Context: an optimization exercise on an open-source flow, tuned for small area and a short achievable clock period. The choices shown serve that exercise and are no tape-out recipe. The RTL was checked by simulation tests, not by an equivalence proof against the original design.

===== flow/config.mk =====
export PLATFORM = sky130hd
export DESIGN_NAME = pluto_spi_rspi
export DESIGN_NICKNAME = pluto_spi_rspi
export VERILOG_FILES = /design/flow/design.v
export SDC_FILE = /design/flow/constraint.sdc
export NUM_CORES = 4
export LEC_CHECK = 0
export CAP_MARGIN = 20
export CORE_MARGIN = 2
export CORE_UTILIZATION = 40
export SLEW_MARGIN = 20

===== flow/constraint.sdc =====
create_clock -name core_clock -period 8.0 [get_ports {clk}]
set_input_delay 1.6000 -clock core_clock [delete_from_list [all_inputs] [get_ports {clk}]]
set_output_delay 1.6000 -clock core_clock [all_outputs]
set_load 0.01 [all_outputs]

===== flow/design.v =====
module quad(clk, rst, A, B, Z, zr, out);
parameter W=14;
input clk, rst, A, B, Z, zr;
reg [(W-1):0] c, i;
reg zl;
output [2*W:0] out;
assign out = { zl, i, c };
reg [2:0] Ad, Bd;
reg [2:0] Zc;
always @(posedge clk) Ad <= rst ? 3'b0 : {Ad[1:0], A};
always @(posedge clk) Bd <= rst ? 3'b0 : {Bd[1:0], B};
wire good_one = &Zc;
wire good_zero = ~|Zc;
reg last_good;
wire index_pulse = good_one && !last_good;
wire count_enable = Ad[1] ^ Ad[2] ^ Bd[1] ^ Bd[2];
wire count_direction = Ad[1] ^ Bd[2];
always @(posedge clk)
if(rst) begin
    Zc <= 0;
    last_good <= 0;
    c <= 0;
    i <= 0;
    zl <= 0;
end else begin
    if(Z && !good_one) Zc <= Zc + 2'b1;
    else if(!good_zero) Zc <= Zc - 2'b1;
    if(good_one) last_good <= 1;
    else if(good_zero) last_good <= 0;
    if(count_enable)
    begin
	if(count_direction) c <= c + 1'd1;
	else c <= c - 1'd1;
    end 
    if(index_pulse) begin
        i <= c;
        zl <= 1;
        end else if(zr) begin
        zl <= 0;
    end
end
endmodule
module pluto_spi_rspi(clk, SCK, MOSI, MISO, SSEL, LED, nRESET, quadA, quadB, quadZ, up, down, dout, din);
parameter QW=14;
input clk;
input SCK, SSEL, MOSI, nRESET;
output MISO;
output LED;
input [7:0] din;
input [3:0] quadA;
input [3:0] quadB;
input [3:0] quadZ;
wire rst = ~nRESET;
reg[9:0] real_dout;
output [9:0] dout; assign dout = real_dout;
wire[3:0] real_up;
output [3:0] up; assign up = real_up;
wire[3:0] real_down;
output [3:0] down; assign down = real_down;
reg Zpolarity;
wire pwm_at_top;
reg [10:0] pwmcnt;
wire [10:0] top = 11'd2047;
assign pwm_at_top = (pwmcnt == top);
reg [15:0] pwm0, pwm1, pwm2, pwm3;
always @(posedge clk) begin
    if(rst) pwmcnt <= 0;
    else if(pwm_at_top) pwmcnt <= 0;
    else pwmcnt <= pwmcnt + 11'd1;
end
wire [10:0] pwmrev = { 
    pwmcnt[4], pwmcnt[5], pwmcnt[6], pwmcnt[7], pwmcnt[8], pwmcnt[9],
    pwmcnt[10], pwmcnt[3:0]};
wire [10:0] pwmcmp0 = pwm0[14] ? pwmrev : pwmcnt;    
wire pwmact0 = pwm0[10:0] > pwmcmp0;
wire pwmact1 = pwm1[10:0] > pwmcmp0;
wire pwmact2 = pwm2[10:0] > pwmcmp0;
wire pwmact3 = pwm3[10:0] > pwmcmp0;
assign real_up[0] = pwm0[12] ^ (pwm0[15] ? 1'd0 : pwmact0);
assign real_up[1] = pwm1[12] ^ (pwm1[15] ? 1'd0 : pwmact1);
assign real_up[2] = pwm2[12] ^ (pwm2[15] ? 1'd0 : pwmact2);
assign real_up[3] = pwm3[12] ^ (pwm3[15] ? 1'd0 : pwmact3);
assign real_down[0] = pwm0[13] ^ (~pwm0[15] ? 1'd0 : pwmact0);
assign real_down[1] = pwm1[13] ^ (~pwm1[15] ? 1'd0 : pwmact1);
assign real_down[2] = pwm2[13] ^ (~pwm2[15] ? 1'd0 : pwmact2);
assign real_down[3] = pwm3[13] ^ (~pwm3[15] ? 1'd0 : pwmact3);
reg qtest;
wire [2*QW:0] quad0, quad1, quad2, quad3;
wire qr0 = 1'b0, qr1 = 1'b0, qr2 = 1'b0, qr3 = 1'b0;	 
quad q0(clk, rst, quadA[0], quadB[0], quadZ[0]^Zpolarity, qr0, quad0);
quad q1(clk, rst, quadA[1], quadB[1], quadZ[1]^Zpolarity, qr1, quad1);
quad q2(clk, rst, quadA[2], quadB[2], quadZ[2]^Zpolarity, qr2, quad2);
quad q3(clk, rst, quadA[3], quadB[3], quadZ[3]^Zpolarity, qr3, quad3);
reg [2:0] SCKr;
always @(posedge clk) SCKr <= rst ? 3'b0 : {SCKr[1:0], SCK};
wire SCK_risingedge = (SCKr[2:1]==2'b01);   
wire SCK_fallingedge = (SCKr[2:1]==2'b10);   
wire SCK_high = SCKr[1];   
reg [2:0] SSELr;
always @(posedge clk) SSELr <= rst ? 3'b0 : {SSELr[1:0], SSEL};
wire SSEL_active = ~SSELr[1];   
wire SSEL_startmessage = (SSELr[2:1]==2'b10);   
wire SSEL_endmessage = (SSELr[2:1]==2'b01);   
wire MOSI_data = MOSI;
reg [2:0] bitcnt;
reg byte_received;   
reg [4:0] spibytecnt;
reg [7:0] data_recvd;
reg [7:0] data_sent;
reg [7:0] data_outbuf;
always @(posedge clk) begin
	if(rst) begin
		bitcnt <= 0;
		byte_received <= 0;
		spibytecnt <= 0;
		data_recvd <= 0;
		data_sent <= 0;
	end else begin
	if(SSEL_startmessage) begin
		bitcnt <= 3'b000;
		spibytecnt <= 5'b00000;
	end
	if(SSEL_active) begin
		if(SCK_risingedge) begin
			data_recvd <= {data_recvd[6:0], MOSI_data};
			bitcnt <= bitcnt + 3'b001;
			if(bitcnt==3'b000)
				data_sent <= data_outbuf;
		end
		else if(SCK_fallingedge) begin
			data_sent <= {data_sent[6:0], 1'b0};
			if(bitcnt==3'b000) begin
				spibytecnt <= spibytecnt + 5'b00001;
			end
		end
		byte_received <= SCK_risingedge && (bitcnt==3'b111);
	end
	end
end
assign MISO = data_sent[7];   
reg [7:0] data_inbuf;
always @(posedge clk) begin
	if(rst) begin
		data_outbuf <= 0;
		data_inbuf <= 0;
		pwm0 <= 0;
		pwm1 <= 0;
		pwm2 <= 0;
		pwm3 <= 0;
		real_dout <= 0;
		Zpolarity <= 0;
		qtest <= 0;
	end else if(SSEL_active) begin
		if(spibytecnt == 5'b00000) begin	 
			data_outbuf <= quad0[7:0];
			if(byte_received)
				data_inbuf <= data_recvd;	 
		end
		else if(spibytecnt == 5'b00001) begin	 
			data_outbuf <= quad0[15:8];
			if(byte_received)
				pwm0 <= {data_recvd,data_inbuf};	 
		end
		else if(spibytecnt == 5'b00010) begin	 
			data_outbuf <= quad0[23:16];
			if(byte_received)
				data_inbuf <= data_recvd;	 
		end
		else if(spibytecnt == 5'b00011) begin	 
			data_outbuf <= {4'b0, quad0[27:24]};
			if(byte_received)
				pwm1 <= {data_recvd,data_inbuf};	 
		end
		else if(spibytecnt == 5'b00100) begin	 
			data_outbuf <= quad1[7:0];
			if(byte_received)
				data_inbuf <= data_recvd;	 
		end
		else if(spibytecnt == 5'b00101) begin	 
			data_outbuf <= quad1[15:8];
			if(byte_received)
				pwm2 <= {data_recvd,data_inbuf};	 
		end
		else if(spibytecnt == 5'b00110) begin	 
			data_outbuf <= quad1[23:16];
			if(byte_received)
				data_inbuf <= data_recvd;	 
		end
		else if(spibytecnt == 5'b00111) begin	 
			data_outbuf <= {4'b0, quad1[27:24]};
			if(byte_received)
				pwm3 <= {data_recvd,data_inbuf};	 
		end
		else if(spibytecnt == 5'b01000)  begin	 
			data_outbuf <= quad2[7:0];
			if(byte_received)
				data_inbuf <= data_recvd;	 
		end
		else if(spibytecnt == 5'b01001) begin	 
			data_outbuf <= quad2[15:8];
			if(byte_received) begin
				real_dout <= {data_recvd[1:0],data_inbuf};	 
				Zpolarity <= data_recvd[7];	 
				qtest <= data_recvd[5];	 
			end
		end
		else if(spibytecnt == 5'b01010) data_outbuf <= quad2[23:16];	 
		else if(spibytecnt == 5'b01011) data_outbuf <= {4'b0, quad2[27:24]};	 
		else if(spibytecnt == 5'b01100) data_outbuf <= quad3[7:0];
		else if(spibytecnt == 5'b01101) data_outbuf <= quad3[15:8];
		else if(spibytecnt == 5'b01110) data_outbuf <= quad3[23:16];
		else if(spibytecnt == 5'b01111) data_outbuf <= {4'b0, quad3[27:24]};
		else if(spibytecnt == 5'b10000) data_outbuf <= din;
		else if(spibytecnt == 5'b10001) data_outbuf <= {quadB, quadZ};
		else if(spibytecnt == 5'b10010) data_outbuf <= {4'b0, quadA};
		else if(spibytecnt == 5'b10011) data_outbuf <= 8'b0;
		else data_outbuf <= spibytecnt;
	end
end
assign LED = (real_up[0] ^ real_down[0]);
endmodule

===== flow/run.sh =====
#!/bin/bash
# synth_recipe.tcl (not shown) runs the flow's synth.tcl, then flattens the netlist and writes it again
# the make line also repeats each setting of config.mk as NAME=value (left out here)
make -C /OpenROAD-flow-scripts/flow DESIGN_CONFIG=/design/flow/config.mk WORK_HOME=/design/flow/orfs CLKGATE_MAP_FILE= SYNTH_SCRIPT=/design/flow/synth_recipe.tcl finish

==> run notes <==
[critical path, stage by stage (launching register included)]
cell,delay [ns]
dfxtp_1,0.53
mux2i_1,0.57
ha_1,0.35
and4_1,0.20
and3_1,0.23
or4b_2,0.62
nand4_1,0.14
clkdlybuf4s50_1,0.55
[power groups by stage]
stage	Sequential (mW)	Combinational, mW	Clock, mW
6_report	1.60	0.872	1.52
5_1_grt	1.61	0.992	1.61
4_1_cts	1.60	0.871	1.56
3_5_place_dp	1.63	0.866	0
3_3_place_gp	1.63	0.844	0
2_1_floorplan	1.57	0.709	0
[cell type report]
| class | instances | area share, % |
|---|---|---|
| clock inverters | 18 | 1.35 |
| clock buffers | 39 | 4.86 |
| well taps | 518 | 3.68 |
| repair buffers | 61 | 3.19 |
| inverters | 54 | 1.18 |
| flip-flops and latches | 278 | 31.6 |
| multi-input cells | 1486 | 54.1 |
[synthesized netlist by cell type, drive strengths merged (9+ instances only)]
cell type	number	area (µm²)
a211oi	38	285
nand2b	25	156
xnor2	35	307
a21oi	201	1010
o211ai	17	128
a21o	22	165
buf	37	254
nor4	9	56.3
nand2	296	1110
xor2	24	210
and2	44	278
nand3b	10	100
o31ai	11	82.6
nand3	51	255
or2	10	62.6
a2111oi	9	85.1
o21ai	71	359
dfxtp	278	5570
a22oi	10	75.1
o21bai	10	75.1
or3	11	68.8
nor2	170	664
nor2b	26	163
o21a	15	113
nand4	11	68.8
inv	52	195
clkbuf	67	251
mux2i	71	711
nor3	43	236
ha	101	1260
[logic make-up after synthesis]
group | synth area share [%]
mux | 4.72
simple gates | 23.7
xor+xnor | 3.27
fa+ha+maj | 9.02
flops | 35.2
compound gates | 19.6
buf+inv | 4.49
[worst max path at each step]
| stage | from | to | slack (ns) | depth (start not counted) |
|---|---|---|---|---|
| 2_1_floorplan | pwm0[14] | up[3] | 4.02 | 7 |
| 3_3_place_gp | pwm0[14] | up[3] | 3.28 | 7 |
| 3_5_place_dp | pwm0[14] | up[3] | 3.24 | 7 |
| 4_1_cts | pwm0[14] | up[3] | 2.62 | 7 |
| 5_1_grt | pwm0[14] | up[3] | 2.44 | 8 |
| 6_report | pwm0[14] | up[3] | 2.64 | 7 |
[metal layers]
| metal | GRT usage [%] | part of all wire (%) |
|---|---|---|
| met4 | 6.80 | 3.2 |
| met2 | 34.5 | 46 |
| met5 | 0 | 0 |
| met1 | 29.1 | 46 |
| met3 | 2.50 | 5.2 |
==> flow_summary.toml <==
[route]
drt-pass1-iter-count = 5
totalWireLength_um = 43700
initialDrtViolationCount = 1057
route.detailed.wl_per_inst_um = 17.8
vias_per_cell = 5.57
post_route_drc = 0
route.antenna.remaining_nets = 0
dr_total_vias = 13700

[timing]
timing.final.ws_setup_ns = 2.64
grt_setup_unrepaired = "false"
hold-worst-slack_ns = 0.426
drv_slew = 0
final-hold-violation-count = 0
timing.fmax_ghz = 0.187
timing.setup.tns_ns = 0
relative_slew_margins_pct = 26.8
worst_slew_pin_slew_ns = 1.09
final.period_utilization_pct = 67.0
final.setup_skew_ns = 0.0149
timing.final.setup_violations = 0
min_clock_period_post_route_ns = 5.36

[clock_network]
cts-hold-fix-buffers = 0
clk_pin_slew_worst_paths_ns = 0.06
clock_path_buffers = 3
tritoncts.num_buffers = 31
clock_tree_from_tritoncts = "yes"
clkLatencyLatePin_ns = 0.58
cts.root.buffer_cell = "clkbuf_16"
post-cts-setup-buffers = 0
cts.sink_count = 278
cts.htree.levels = 1
cts_resized = 0

[worst_hold_path]
holdPathEnd = "q0.Ad[1]"
hold_depth = 1
hp-start = "q0.Ad[0]"
min_path_type = "flop to flop"

[layout]
antenna-diode-count = 0
final-instance-count-excl-fill = 2454
seq_area_mm2 = 0.00557
layout.nets = 2046
highest_count_cells_in_the_layout_ignoring_fill_and_taps = "nand2_1 (295), dfxtp_1 (278), a21oi_1 (200)"
finalCoreUtilization_pct = 45.3
post_route_cells_drive_above_1_share_pct = 5.84
max_flop_register = "pwm0"
filler_cell_count = 3803
largest_register_ff_count = 15
syn_to_final_growth_pct = 11.5
multi_input_area_mm2 = 0.00952
layout.cells.most_common = "nand2_1"
final_cell_area_mm2 = 0.0176

[global_routing]
grt_usage_pct = 21.1
grt_first_pass_wirelength_um = 70300
largest_net_degree_at_the_start_of_global_routing = 82
antenna_violations_before_repair = 0
grt_remaining_overflow = 0
grt_pass1_vias = 12900

[setup_path]
critical_path.max_fanout = 7
timing.critical_path.from_type = "flop"
r2r-end = "data_outbuf[7]"
beginning_of_the_worst_register_to_register_path = "spibytecnt[1]"
arrival_time_of_data_at_the_critical_path_endpoint_ns = 3.76
rr_worst_depth = 9
r2r_setup_slack_ns = 4.23
crit_type = "flop to output port"
setup.worst_path.end_class = "output port"
worst_ep_required_time_ns = 6.40

[job]
maxCapViolCount = 0

[power]
share_seq_of_total_power_pct = 40.1
clock_power_share_pct = 38.1
comb_power_share_pct = 21.8
power.static_leakage_nw = 6.63
vdd.ir_drop.worst_mv = 0.177
internal-power_mw = 2.78
finalPower_mw = 4.00
pwr_density_cell_mw_per_mm2 = 227
netSwitchingFraction_pct = 30.4
switching_power_mw = 1.22

[die]
fp.dieH_um = 203
effective_utilization_at_floorplan_pct = 40.7
design.core.area_mm2 = 0.0388
rows = 72
num_io_pins = 45
die_w_um = 203
floorplan.die_area_mm2 = 0.0411

[synth]
part_of_the_yosys_area_used_for_sequential_elements_pct = 35.2
postSynthRegisterBits = 278
synthesis.area_mm2 = 0.0158
synth.avg_cell_area_um2 = 8.21
synth_cells = 1922
yosys.cell_types.count = 95
synthesis.nets = 2056
post_synth_edffs = 0
synthesis.yosys.warnings = 2
synth-main-ff-cell = "dfxtp_1"
synthArstFlopShare_pct = 0

[placed_design]
portBuffers = 44
placed_cells_incl_taps = 2396
detailedPlace.worstSlack_ns = 3.24
globalplace.congestion = 0.906
placed_cell_area_mm2 = 0.0165
dp_hpwl_um = 30900

[status]
run_status = "complete, no violations"

==> afterwards: timing with drivers on the ports <==
The flow's constraints put no driver on any port. The routed layout listed below was extracted and timed again, unchanged, in two steps.
Step 1 assumes that a clkbuf_16 drives the clock port and a buf_2 every other input.
Step 2, shift: input delay + t, output delay - t, t = (earliest + latest rising clock arrival at the registers) / 2. This alone moves slack from input paths to output paths.
a / b / c = ideal ports / drivers / drivers and shift; a / b = the first two.
t (ns): 0.622
slack for setup (ns): 2.643 / 2.591 / 3.213
clock arrival spread, ns: 0.016 / 0.016
After both steps setup and hold are still met in this run. For this run, drivers alone change the setup slack by -0.052 ns; drivers and shift together by +0.570 ns.
